Background: an optimization exercise with open tools, aiming at small area and a short achievable clock period. Do not read the settings as production practice.
At most, simulation tests tie the RTL to the original design; equivalence was not proved.

// lab4_2
module lab4_2( 
              input wire      mode,
              input wire[2:0] opCode,
              input wire[3:0] value,
              input clk,
              input reset,
              output reg[9:0] result,
              output reg cacheFull,
              output reg invalidOp,
              output reg overflow);
    reg [6:0] mem[0:31];
    reg [9:0]  p1;      
    reg [11:0] p1x3;    
    reg [5:0]  cnt;     
    reg [3:0]  start;   
    reg [4:0]  nxt;     
    reg        last;    
    reg [6:0]  cur;     
    reg [3:0]  tgt;     
    wire [2:0] cop = cur[6:4];
    wire [3:0] cv  = cur[3:0];
    wire full  = cnt[5];
    wire empty = (cnt == 6'd0);
    wire valid = (opCode[1:0] != 2'b11);
    wire store = !mode && !full && valid;
    wire exec  = mode && !empty;
    wire jump  = cop[2] & cop[1];
    function isjump;
        input [6:0] e;
        isjump = e[6] & e[5];
    endfunction
  ...
export LEC_CHECK = 0
export CAP_MARGIN = 20
export CORE_MARGIN = 2
export CORE_UTILIZATION = 40
export SETUP_SLACK_MARGIN = 4.0
export SLEW_MARGIN = 20
create_clock -name core_clock -period 8.0 [get_ports {clk}]
run.sh (not shown) runs the stock make flow with config.mk's settings and CLKGATE_MAP_FILE= SYNTH_SCRIPT=/design/flow/synth_recipe.tcl, a recipe that flattens the netlist after the stock synthesis.
Then changed:
- SETUP_SLACK_MARGIN: 4.0 -> 4.6
=> Synthesized cell count does not change; count of clock-buffer cells in the layout falls by 4; utilization is higher by 1.4 points; area after synthesis does not change; non-clock buffer count rises by 24; die area is unchanged; global-route usage is higher by 0.35 points; final cell count came out higher by about 1.1%; fmax goes down by about 1.3%; worst setup slack degrades by 0.057 ns.


Another version of the RTL of lab4_2 (not shown whole).
For scale: ~1,200 cells after synthesis, roughly 270 flip-flops, roughly 23 I/O pins, ~0.014 mm2 of cells after synthesis.
export LEC_CHECK = 0
export CAP_MARGIN = 20
export CORE_MARGIN = 2
export CORE_UTILIZATION = 40
export CTS_BUF_LIST = sky130_fd_sc_hd__clkbuf_8
export CTS_CLUSTER_DIAMETER = 100
export CTS_CLUSTER_SIZE = 12
export SETUP_SLACK_MARGIN = 4.7
export SLEW_MARGIN = 20
create_clock -name core_clock -period 8.0 [get_ports {clk}]
standard.sh (not shown) runs the stock make flow with config.mk's settings and CLKGATE_MAP_FILE= SYNTH_SCRIPT=/design/flow/synth_recipe.tcl, a recipe that flattens the netlist after the stock synthesis.
==> flow/flow/run.sh <==
#!/bin/bash
# The standard layout (the standard.sh, unchanged synthesis), except that
# the port buffers are sky130_fd_sc_hd__buf_2 cells rather than the delay
# buffer that buffer_ports picks by default. Full tool output goes to
# standard.log here; ORFS's own per-step logs stay under orfs/logs.
set -euo pipefail
export BUFFER_PORTS_ARGS="-buffer_cell sky130_fd_sc_hd__buf_2"
bash standard.sh > standard.log 2>&1
The first run completed without violations.
Next try:
==> flow/run.sh (new file) <==
#!/bin/bash
# synth_recipe.tcl (not shown) runs the flow's synth.tcl, then flattens the netlist and writes it again
# the make line also repeats each setting of config.mk as NAME=value (left out here)
make -C /OpenROAD-flow-scripts/flow DESIGN_CONFIG=/design/flow/config.mk WORK_HOME=/design/flow/orfs CLKGATE_MAP_FILE= SYNTH_SCRIPT=/design/flow/synth_recipe.tcl finish
--- a/flow/config.mk
+++ b/flow/config.mk
@@ -13,3 +13,3 @@
 export CTS_CLUSTER_SIZE = 12
-export SETUP_SLACK_MARGIN = 4.7
+export SETUP_SLACK_MARGIN = 4.1
 export SLEW_MARGIN = 20
removed: flow/flow/run.sh
removed: flow/standard.sh
The new run passed the timing, DRC and antenna checks.
Routed wire length went down by 2.7%.
Area after synthesis is unchanged.
Worst hold slack is better by 0.029 ns.
Setup slack is worse by 0.23 ns.
Next try:
==> flow/flow/run.sh (new file) <==
#!/bin/bash
# The standard layout (the standard.sh, unchanged synthesis), except that
# the port buffers are sky130_fd_sc_hd__buf_2 cells rather than the delay
# buffer that buffer_ports picks by default. Full tool output goes to
# standard.log here; ORFS's own per-step logs stay under orfs/logs.
set -euo pipefail
export BUFFER_PORTS_ARGS="-buffer_cell sky130_fd_sc_hd__buf_2"
bash standard.sh > standard.log 2>&1
==> flow/standard.sh (new file) <==
#!/bin/bash
# synth_recipe.tcl (not shown) runs the flow's synth.tcl, then flattens the netlist and writes it again
# the make line also repeats each setting of config.mk as NAME=value (left out here)
make -C /OpenROAD-flow-scripts/flow DESIGN_CONFIG=/design/flow/config.mk WORK_HOME=/design/flow/orfs CLKGATE_MAP_FILE= SYNTH_SCRIPT=/design/flow/synth_recipe.tcl "${@:-finish}"
--- a/flow/config.mk
+++ b/flow/config.mk
@@ -13,3 +13,3 @@
 export CTS_CLUSTER_SIZE = 12
-export SETUP_SLACK_MARGIN = 4.1
+export SETUP_SLACK_MARGIN = 4.4
 export SLEW_MARGIN = 20
removed: flow/run.sh
The changed run completed with no timing, DRC or antenna violations.
Fmax is higher by about 6%.
Worst setup slack gains 0.23 ns.
First-iteration DRC count is higher by about 4%.
Next try:
==> flow/run.sh (new file) <==
#!/bin/bash
# synth_recipe.tcl (not shown) runs the flow's synth.tcl, then flattens the netlist and writes it again
# the make line also repeats each setting of config.mk as NAME=value (left out here)
make -C /OpenROAD-flow-scripts/flow DESIGN_CONFIG=/design/flow/config.mk WORK_HOME=/design/flow/orfs CLKGATE_MAP_FILE= SYNTH_SCRIPT=/design/flow/synth_recipe.tcl finish
--- a/flow/config.mk
+++ b/flow/config.mk
@@ -12,4 +12,4 @@
 export CTS_CLUSTER_DIAMETER = 100
-export CTS_CLUSTER_SIZE = 12
-export SETUP_SLACK_MARGIN = 4.4
+export CTS_CLUSTER_SIZE = 14
+export SETUP_SLACK_MARGIN = 4.1
 export SLEW_MARGIN = 20
removed: flow/flow/run.sh
removed: flow/standard.sh
The changed run finished clean; setup slack degrades by 0.22 ns; via count decreases by 1.8%; cell area decreases by about 2.4%; synthesized area stays the same; final cell count decreases by 2.4%; fmax decreases by about 6%; sequential share of layout area increases by 1.2 points; routed wire length decreases by 1.8%; core utilization decreases by 1.1 points.
Next try:
--- a/flow/config.mk
+++ b/flow/config.mk
@@ -12,4 +12,4 @@
 export CTS_CLUSTER_DIAMETER = 100
-export CTS_CLUSTER_SIZE = 14
-export SETUP_SLACK_MARGIN = 4.1
+export CTS_CLUSTER_SIZE = 12
+export SETUP_SLACK_MARGIN = 3.8
 export SLEW_MARGIN = 20
Outcome: The new run produced a clean layout. Count of clock-buffer cells in the layout rises by 3. Via count falls by 0.39%. Maximum frequency falls by 3.2%.


lab4_2, a different RTL version from the one above (not shown whole).
Size in the first run: roughly 290 flip-flops, about 23 I/O pins.
clock: 8.0 ns
lec_check: 0
cap_margin: 20
core_margin: 2
core_utilization: 40
cts_cluster_diameter: 150
cts_cluster_size: 25
setup_slack_margin: 3.5
slew_margin: 20
run.sh (not shown) runs the stock make flow with config.mk's settings and CLKGATE_MAP_FILE= SYNTH_SCRIPT=/design/flow/synth_recipe.tcl, a recipe that flattens the netlist after the stock synthesis.
Stock flow here: none of the scripts above is used.
Next try:
--- a/flow/config.mk
+++ b/flow/config.mk
@@ -9,5 +9,5 @@
 export CORE_MARGIN = 2
 export CORE_UTILIZATION = 40
-export CTS_CLUSTER_DIAMETER = 150
+export CTS_CLUSTER_DIAMETER = 70
 export CTS_CLUSTER_SIZE = 25
 export SETUP_SLACK_MARGIN = 3.5
Synthesized area does not change.
Sequential cell count does not change.
Final area goes up by a few percent.
Next try:
--- a/flow/config.mk
+++ b/flow/config.mk
@@ -9,6 +9,6 @@
 export CORE_MARGIN = 2
 export CORE_UTILIZATION = 40
-export CTS_CLUSTER_DIAMETER = 70
-export CTS_CLUSTER_SIZE = 25
+export CTS_CLUSTER_DIAMETER = 150
+export CTS_CLUSTER_SIZE = 20
 export SETUP_SLACK_MARGIN = 3.5
 export SLEW_MARGIN = 20
After rerunning: The new run passed the timing, DRC and antenna checks. Cell area goes down by a few percent. Routed wire length is lower slightly. Core utilization went down by 0.93 points. Synthesized area does not change. Count of clock-buffer cells in the layout came out higher by 1. First-iteration DRC count went down by roughly a tenth. Worst setup slack is better by 36 ps. Sequential share of layout area rose by 1.1 points.
No run of this note included a check of the RTL's function; only the layout flow was run.


Setup of build 90:
RTL: one of the versions met above, not the one the previous note started from.
Size: ~270 flip-flops, about 0.014 mm^2 of cells after synthesis.
// lab4_2
module lab4_2( 
              input wire      mode,
              input wire[2:0] opCode,
              input wire[3:0] value,
              input clk,
              input reset,
              output reg[9:0] result,
              output reg cacheFull,
              output reg invalidOp,
              output reg overflow);
    reg [5:0]   mem[0:31];
    reg [31:14] memx;
    reg [9:0]  p1;      
    reg [11:0] p1x3;    
    reg [5:0]  cnt;     
    reg [3:0]  start;   
    reg [4:0]  nxt;     
    reg        last;    
    reg [6:0]  cur;     
    reg [3:0]  tgt;     
    wire [2:0] cop = cur[6:4];
    wire [3:0] cv  = cur[3:0];
    wire full  = cnt[5];
    wire empty = (cnt == 6'd0);
    wire valid = (opCode[1:0] != 2'b11);
    wire store = !mode && !full && valid;
    wire exec  = mode && !empty;
    wire jump  = cop[2] & cop[1];
    function isjump;
        input [6:0] e;
        isjump = e[6] & e[5];
    endfunction
    wire [11:0] sum = result + cv + (cop[0] ? p1 : 10'd0);
    function [9:0] row;
        input [1:0] d;
        input [9:0] b;
        input [9:0] b3;
        case (d)
            2'd0: row = 10'd0;
            2'd1: row = b;
            2'd2: row = {b[8:0], 1'b0};
            default: row = b3;
        endcase
    endfunction
    wire [9:0] r0 = row(result[1:0], p1, p1x3[9:0]);
    wire [9:0] r1 = row(result[3:2], p1, p1x3[9:0]);
    wire [9:0] r2 = row(result[5:4], p1, p1x3[9:0]);
    wire [9:0] r3 = row(result[7:6], p1, p1x3[9:0]);
    wire [9:0] r4 = row(result[9:8], p1, p1x3[9:0]);
    function [1:0] fa;
  ...
==> flow/config.mk <==
export PLATFORM = sky130hd
export DESIGN_NAME = lab4_2
export DESIGN_NICKNAME = lab4_2
export VERILOG_FILES = /design/flow/design.v
export SDC_FILE = /design/flow/constraint.sdc
export NUM_CORES = 4
export LEC_CHECK = 0
export CAP_MARGIN = 20
export CORE_MARGIN = 2
export CORE_UTILIZATION = 40
export CTS_BUF_LIST = sky130_fd_sc_hd__clkbuf_8
export CTS_CLUSTER_DIAMETER = 100
export CTS_CLUSTER_SIZE = 12
export GPL_ROUTABILITY_DRIVEN = 0
export SETUP_SLACK_MARGIN = 4.4
export SLEW_MARGIN = 20
==> flow/constraint.sdc <==
create_clock -name core_clock -period 8.0 [get_ports {clk}]
set_input_delay 1.6000 -clock core_clock [delete_from_list [all_inputs] [get_ports {clk}]]
set_output_delay 1.6000 -clock core_clock [all_outputs]
set_load 0.01 [all_outputs]
standard.sh (not shown) runs the stock make flow with config.mk's settings and CLKGATE_MAP_FILE= SYNTH_SCRIPT=/design/flow/synth_recipe.tcl, a recipe that flattens the netlist after the stock synthesis.
==> flow/flow/run.sh <==
#!/bin/bash
# The standard layout (the standard.sh, unchanged synthesis), except that
# the port buffers are sky130_fd_sc_hd__buf_2 cells rather than the delay
# buffer that buffer_ports picks by default. Full tool output goes to
# standard.log here; ORFS's own per-step logs stay under orfs/logs.
set -euo pipefail
export BUFFER_PORTS_ARGS="-buffer_cell sky130_fd_sc_hd__buf_2"
bash standard.sh > standard.log 2>&1
Build 90 ran to completion and came out clean on the timing, DRC and antenna checks.
Inputs modified between build 90 and build 79:
- GPL_ROUTABILITY_DRIVEN removed (was 0)
- SLEW_MARGIN changed from 20 to 5
- CAP_MARGIN changed from 20 to 5
Findings:
Summary of build 79 over build 90: global-route usage closely matched the old numbers, final standard cell area without fillers now sits higher. Build 90 → build 79: wire length went up by 0.51%, non-clock buffer count went up by 11, violation count after the first detailed-routing iteration went up by 79, layout net count went up by 11, final cycle utilization of the critical path went down by 1.3 points.
The following lists how build 85 was set up differently from build 79:
- swapping 5 for 20 in SLEW_MARGIN
- swapping 5 for 20 in CAP_MARGIN
- swapping 4.4 for 4.1 in SETUP_SLACK_MARGIN
Notes after the runs:
Re share of synthesized cell area in and, or, nand and nor gates: no difference whatsoever between build 85 and build 79. Build 85 vs build 79 on biggest cell delay along the critical path: build 85 is the higher one. Setup WNS build 79 -> build 85: worse. Build 79 → build 85: worst setup skew after layout saw little to no change; final worst hold slack now larger; final design area excluding fillers dropped 490 um^2; worst setup slack after placement picked up an extra 0.014 ns; routed metal-1 wire length saw an increase. Sort build 85 and build 79 by number of vias in the routed layout desc -> top: build 79. Looking at average routed wire per standard cell across build 85 and build 79, the one that comes out higher is build 85.
Input changes introduced in build 8 (baseline for comparison: build 85):
- changing SETUP_SLACK_MARGIN from 4.1 to 4.4
- changing CORE_UTILIZATION from 40 to 50
- Diff build 85 -> build 8: critical path depth went up by 5; count of nets after finishing went up by 18.
- Measured against each other, build 85 and build 8 differ in post-route clock period utilization, the lower figure coming from build 8.
- Going from build 85 to build 8, aggregate routed wire length now larger, met3 track demand over resource now larger, number of vias in the routed layout now larger.
- [compare] base=build 85 new=build 8: number of flops mapped to enable cells by yosys held, final setup slack of the worst path saw an increase.
Modified inputs, build 93 compared to build 8
- swapping 50 for 40 in CORE_UTILIZATION
- swapping 4.4 for 4.1 in SETUP_SLACK_MARGIN
-- flow/flow/run.sh --
<<< build 8, line 4
# buffer that buffer_ports picks by default. Full tool output goes to
# standard.log here; ORFS's own per-step logs stay under orfs/logs.
>>> build 93, line 4
# buffer that buffer_ports picks by default, and the resizer may swap cells
# across footprints. Full tool output goes to standard.log here; ORFS's own
# per-step logs stay under orfs/logs.
<<< build 8, line 8
bash standard.sh > standard.log 2>&1
>>> build 93, line 9
bash standard.sh MATCH_CELL_FOOTPRINT=0 finish > standard.log 2>&1
--- outcome ---
- Build 93 ran to completion and came out clean on the timing, DRC and antenna checks.
- The more densely filled core belongs to build 8, not build 93.
- In build 93 the final cell count turned out 3.2% higher than in build 8.
- Build 8 -> build 93: total of clock buffers placed in the layout delta 0, exact match
- On clock slew seen by the registers of the worst setup and hold paths, build 8 and build 93 are neck and neck.
- Changes observed in build 93 relative to build 8: clock network area share lost 0.25 points, instance area after placement picked up an extra 0.65%, synthesized area neither gained nor lost much.
- When the final numbers for build 8 and build 93 were put side by side, the critical path depth in cells turned out to be smaller in build 93.
- Comparing multi-input combinational area share for build 8 and build 93, the smaller number came from build 93.

[what the ideal ports hide]
The results above use ideal ports. As a check the final layouts listed here were re-extracted and re-timed, cells and wires unchanged.
Step 1, drivers: a clkbuf_16 drives clk and a buf_2 each remaining input, both assumed.
Step 2 times the ports against the registers' clock, not the clock port: input delays grow and output delays shrink by t, the midpoint of the rising clock arrivals with the driver on.
Three values: ideal, step 1, step 2; two values: the first two.
run | t (ns) | slack for setup (ns) | hold slack, ns | latest minus earliest clock arrival (ns) | worst slew at a driven data input, ns
the first run of note 1 | 0.583 | 3.693 / 3.693 / 3.480 | 0.464 / 0.464 / 0.464 | 0.036 / 0.036 | 0.03
the second run of note 1 | 0.646 | 3.636 / 3.636 / 3.636 | 0.461 / 0.461 / 0.461 | 0.057 / 0.058 | 0.03
the first run of note 2 | 0.645 | 4.294 / 4.294 / 4.294 | 0.469 / 0.469 / 0.469 | 0.015 / 0.015 | 0.03
the second run of note 2 | 0.640 | 4.062 / 4.086 / 3.446 | 0.499 / 0.499 / 0.499 | 0.045 / 0.044 | 0.04
the third run of note 2 | 0.647 | 4.296 / 4.296 / 3.910 | 0.502 / 0.502 / 0.502 | 0.036 / 0.037 | 0.03
the fourth run of note 2 | 0.627 | 4.071 / 4.097 / 3.470 | 0.503 / 0.503 / 0.503 | 0.036 / 0.036 | 0.04
the fifth run of note 2 | 0.643 | 3.940 / 3.940 / 3.410 | 0.495 / 0.495 / 0.495 | 0.044 / 0.044 | 0.04
the first run of note 3 | 0.565 | 3.695 / 3.695 / 3.284 | 0.496 / 0.496 / 0.496 | 0.035 / 0.035 | 0.03
the second run of note 3 | 0.600 | 3.648 / 3.648 / 3.123 | 0.494 / 0.494 / 0.494 | 0.044 / 0.044 | 0.03
the third run of note 3 | 0.559 | 3.684 / 3.684 / 3.188 | 0.495 / 0.495 / 0.495 | 0.032 / 0.033 | 0.03
build 90 | 0.665 | 4.195 / 4.195 / 3.846 | 0.491 / 0.491 / 0.491 | 0.024 / 0.024 | 0.03
build 79 | 0.647 | 4.296 / 4.296 / 3.910 | 0.502 / 0.502 / 0.502 | 0.036 / 0.037 | 0.03
build 85 | 0.649 | 4.165 / 4.165 / 3.782 | 0.508 / 0.508 / 0.508 | 0.036 / 0.036 | 0.03
build 8 | 0.645 | 4.201 / 4.201 / 3.939 | 0.458 / 0.458 / 0.458 | 0.029 / 0.029 | 0.03
build 93 | 0.649 | 4.165 / 4.165 / 3.782 | 0.508 / 0.508 / 0.508 | 0.036 / 0.036 | 0.03
After both steps setup and hold are still met in every run listed. For the second run of note 2, which loses most, drivers alone change the setup slack by +0.024 ns; drivers and shift together by -0.616 ns.
